Context: an optimization exercise on an open-source flow, tuned for small area and a short achievable clock period. The choices shown serve that exercise and are no tape-out recipe. Function was checked by simulation only, so behaviour that the tests miss may differ from the original. No driver is modelled on the clock port, so clocking that relies on it looks cheaper here than on a real chip. Power and IR drop assume default switching activity.

## run A
## IOTDF
module IOTDF( clk, rst, in_en, iot_in, fn_sel, busy, valid, iot_out);
For scale: ~720 cells after synthesis, about 300 flip-flops, roughly 140 I/O pins, ~12000 um2 of cells after synthesis.
Settings: LEC_CHECK=0, CAP_MARGIN=20, CORE_MARGIN=2, CORE_UTILIZATION=65, CTS_BUF_LIST=sky130_fd_sc_hd__clkbuf_8 sky130_fd_sc_hd__clkbuf_16, CTS_CLUSTER_DIAMETER=100, CTS_CLUSTER_SIZE=30, PLACE_DENSITY=0.75, SLEW_MARGIN=20; clock period 10.0 ns.
standard.sh (not shown) runs the stock make flow with config.mk's settings and CLKGATE_MAP_FILE= SYNTH_SCRIPT=/design/flow/synth_recipe.tcl, a recipe that flattens the netlist after the stock synthesis.
==> flow/flow/run.sh <==
#!/bin/bash
set -euo pipefail
MARGIN=$(cat flow/margin.txt)
bash standard.sh SETUP_SLACK_MARGIN=$MARGIN \
  "BUFFER_PORTS_ARGS=-buffer_cell sky130_fd_sc_hd__buf_1" \
  POST_CTS_TCL=$PWD/flow/post_cts.tcl finish > standard.log 2>&1
==> flow/flow/margin.txt <==
7.2
==> flow/flow/post_cts.tcl <==
set block [ord::get_db_block]
set root [$block findInst clkbuf_0_clk]
if {$root ne "NULL"} {
  set in_net  [[$root findITerm A] getNet]
  set out_net [[$root findITerm X] getNet]
  set loads {}
  foreach it [$out_net getITerms] {
    if {[$it getInst] ne $root} { lappend loads $it }
  }
  set nload [expr {[llength $loads] + [llength [$in_net getITerms]] - 1}]
  if {$nload <= 4} {
    foreach it $loads {
      $it disconnect
      $it connect $in_net
    }
    odb::dbInst_destroy $root
    odb::dbNet_destroy $out_net
    puts "post_cts: removed clkbuf_0_clk, clock port now drives $nload cell pins"
  } else {
    puts "post_cts: kept clkbuf_0_clk, port would drive $nload cell pins"
  }
}
Edits applied to the flow inputs when going from run A to run B:
- GPL_TIMING_DRIVEN newly set to 1
==> flow/flow/margin.txt <==
7.0
Results
Final non-filler cell area: run B vs run A down 420 um2. Going from run A to run B, the worst clock skew was found to have gone up by 0.011 ns. Run B against run A: signed area change from the synthesized netlist to the final layout down 3.6 points, maximum vdd drop up 37%, total cell area at the placement stage flat, clock power up about 11%, measured slew at the worst slew-check pin up 0.11 ns. For placeable core region, run B and run A come out practically identical. Compared with run A, run B shows worst slack on hold paths lower by 0.0041 ns.
Modified inputs, run C compared to run B
- removing GPL_TIMING_DRIVEN (formerly 1)
==> flow/flow/margin.txt <==
6.9
### Flow results
Run B reached the final stage; the timing, DRC and antenna checks on its layout passed. Run C finished end to end and its layout was clean on timing, DRC and antenna. Run B reports its end of the critical path as iot_out[55] while run C reports part[10]. In terms of wire length, run B and run C differ only marginally. The lower count of clock buffers in the final design of run C and run B is in run C. Compared to run B, run C has weighted congestion at the end of routability-driven global placement about 2.4% higher. Relative to run B, the non-filler instance count after layout measured on run C has decreased slightly. Worst hold slack across run C and run B: no real change. [compare] base=run B new=run C: final design area excluding fillers lost 1.5%, filler cell count picked up an extra about 4.6%, fraction of cell area in non-clock buffers neither gained nor lost much. Taking run C as 1.0, run B lands at 1.4 on worst ir drop on vdd. Compared with run B, run C shows a higher share of the final layout cell area in sequential cells.
Setup changes, run C to run D
==> flow/flow/margin.txt <==
7.0
Notes after the runs:
Looking at wire length of the first global-routing pass across both flows, run D is the stronger of the two, with run C trailing. Adder-cell area share of the yosys netlist: run D vs run C identical. The final core utilization of run D is higher than that of run C. Run comparison: run C path type of the worst setup path reg -> reg; run D path type of the worst setup path reg -> out. In the flow results for run C and run D, the highest net fanout along the worst path is smaller on run D.


== west ==
The RTL this note starts from:
==> flow/design.v <==
`timescale 1ns/10ps
module IOTDF( clk, rst, in_en, iot_in, fn_sel, busy, valid, iot_out);
input        clk;
input        rst;
input        in_en;
input  [7:0] iot_in;
input  [2:0] fn_sel;
output     busy;
output reg valid;
output reg [127:0] iot_out;
parameter GRAY2BIN = 3'b001;
parameter FIR      = 3'b010;
assign busy = 1'b0;
reg [9:0] counter;
reg       e2;
reg       f0, f1;
reg [7:0] r1, r2;
reg       par;
reg [11:0] part;
reg [127:0] fir_q;
wire       wrap = (counter[9:6] == 4'b1111);          
wire [3:0] lo   = counter[3:0];                       
wire       e1   = (lo == 4'd0) && (counter[9:4] != 6'd0);
always @(posedge clk or posedge rst) begin
    if (rst) begin
        counter <= 10'd0;
        f0      <= 1'b1;
        f1      <= 1'b0;
        e2      <= 1'b0;
        valid   <= 1'b0;
    end else if (in_en) begin
        counter <= wrap ? 10'd0 : counter + 10'd1;
        f0      <= wrap || (lo == 4'd15);
        f1      <= !wrap && (lo == 4'd0);
        e2      <= e1;
        valid   <= ((fn_sel == GRAY2BIN) && e1) || ((fn_sel == FIR) && e2);
    end
end
function [7:0] g2b;
    input [7:0] g;
    input       p;
    integer i;
    begin
        g2b[7] = p ^ g[7];
        for (i = 6; i >= 0; i = i - 1)
            g2b[i] = g2b[i+1] ^ g[i];
    end
endfunction
wire [7:0]  pc       = f1 ? 8'd0 : r2;
wire [11:0] part_nxt = f0 ? 12'd8 :
                       ({1'b0, r1, 3'b000} + {4'b0, r1} + {3'b0, pc, 1'b0} + 12'd8);
wire [11:0] fsum     = {2'b0, r1, 2'b00} + {4'b0, r1} + part;
wire [7:0]  fir_nxt  = fsum[11:4];
always @(posedge clk) begin
    if (in_en) begin
        r1    <= iot_in;
        r2    <= r1;
        par   <= (f1 ? 1'b0 : par) ^ (^r1);
        part  <= part_nxt;
        fir_q <= {fir_q[119:0], fir_nxt};
    end
end
wire [7:0] conv_r1 = g2b(r1, par);
wire [7:0] conv_r2 = g2b(r2, 1'b0);
genvar k;
generate
    for (k = 0; k < 16; k = k + 1) begin : lane
        wire       w  = (k == 0)  ? (lo == 4'd2) :
                        (k == 15) ? e1 :
                                    (lo == k + 1);
        wire [7:0] cv = (k == 0) ? conv_r2 : conv_r1;
        always @(posedge clk) begin
            if (in_en && (e2 || w))
                iot_out[127-8*k -: 8] <= e2 ? fir_q[127-8*k -: 8] : cv;
        end
    end
endgenerate
endmodule
export LEC_CHECK = 0
export CAP_MARGIN = 20
export CORE_MARGIN = 2
export CORE_UTILIZATION = 40
export CTS_BUF_LIST = sky130_fd_sc_hd__clkbuf_8 sky130_fd_sc_hd__clkbuf_16
export CTS_CLUSTER_DIAMETER = 100
export CTS_CLUSTER_SIZE = 30
export PLACE_DENSITY = 0.6
export SLEW_MARGIN = 20
create_clock -name core_clock -period 10.0 [get_ports {clk}]
==> flow/flow/run.sh <==
#!/bin/bash
set -euo pipefail
MARGIN=$(cat flow/margin.txt)
bash standard.sh SETUP_SLACK_MARGIN=$MARGIN \
  "BUFFER_PORTS_ARGS=-buffer_cell sky130_fd_sc_hd__buf_2" finish > standard.log 2>&1
==> flow/flow/margin.txt <==
7.0
Per the final summary, west finished and its layout is clean on timing, DRC and antenna.
Relative to west, the following input files were edited for north:
Settings: changing CORE_UTILIZATION from 40 to 65; changing PLACE_DENSITY from 0.6 to 0.75.
==> flow/flow/run.sh <==
#!/bin/bash
set -euo pipefail
MARGIN=$(cat flow/margin.txt)
bash standard.sh SETUP_SLACK_MARGIN=$MARGIN \
  "BUFFER_PORTS_ARGS=-buffer_cell sky130_fd_sc_hd__buf_2" \
  POST_CTS_TCL=$PWD/flow/post_cts.tcl finish > standard.log 2>&1
==> flow/flow/post_cts.tcl (new file) <==
set block [ord::get_db_block]
set root [$block findInst clkbuf_0_clk]
if {$root ne "NULL"} {
  set in_net  [[$root findITerm A] getNet]
  set out_net [[$root findITerm X] getNet]
  set loads {}
  foreach it [$out_net getITerms] {
    if {[$it getInst] ne $root} { lappend loads $it }
  }
  set nload [expr {[llength $loads] + [llength [$in_net getITerms]] - 1}]
  if {$nload <= 4} {
    foreach it $loads {
      $it disconnect
      $it connect $in_net
    }
    odb::dbInst_destroy $root
    odb::dbNet_destroy $out_net
    puts "post_cts: removed clkbuf_0_clk, clock port now drives $nload cell pins"
  } else {
    puts "post_cts: kept clkbuf_0_clk, port would drive $nload cell pins"
  }
}
### Flow results
Lower relative contribution of the clock network to total power was reported by north, not west.
Compared with west, north shows a higher post-route core utilization.
The count of inserted tapcells of north falls short of that of west by 161.
On north: cell area reported after detailed placement is 1.6% lower than what west gave.
Looking at overall routing resource usage, north sits 9.1 points higher than west does.
Relative to west, setup slack after layout increased by 190 ps in north.
Via count of the first global-routing pass: west and north compared, lower one is west
In the reports for west and north, the larger cell count belongs to west.

==> afterwards: timing with drivers on the ports <==
How much do the figures lean on ideal ports? The routed layouts below were timed once more, with nothing changed but the port constraints. Step 1: set_driving_cell puts a clkbuf_16 on clk and a buf_2 on each other input, an assumption about the parent block. Step 2 moves the port delays by t, midway between the first and last clock arrival at a register: inputs arrive t later, outputs are due t later. That takes back most of the time a late clock gives input paths. Slacks: ideal / step 1 / step 2; pairs: ideal / step 1.
run | t, ns | setup slack, ns | worst slew at a driven data input, ns
run A | 0.406 | 7.045 / 6.993 / 6.764 | 0.15
run B | 0.417 | 7.043 / 6.985 / 6.695 | 0.13
run C | 0.404 | 7.003 / 6.958 / 6.554 | 0.11
run D | 0.417 | 7.043 / 6.985 / 6.695 | 0.13
west | 0.540 | 6.837 / 6.791 / 6.505 | 0.17
north | 0.409 | 7.023 / 6.964 / 6.603 | 0.17
After both steps every run listed still meets setup and hold. The setup slack of run C, which loses most, moves by -0.045 ns with the drivers and by -0.449 ns with both steps.
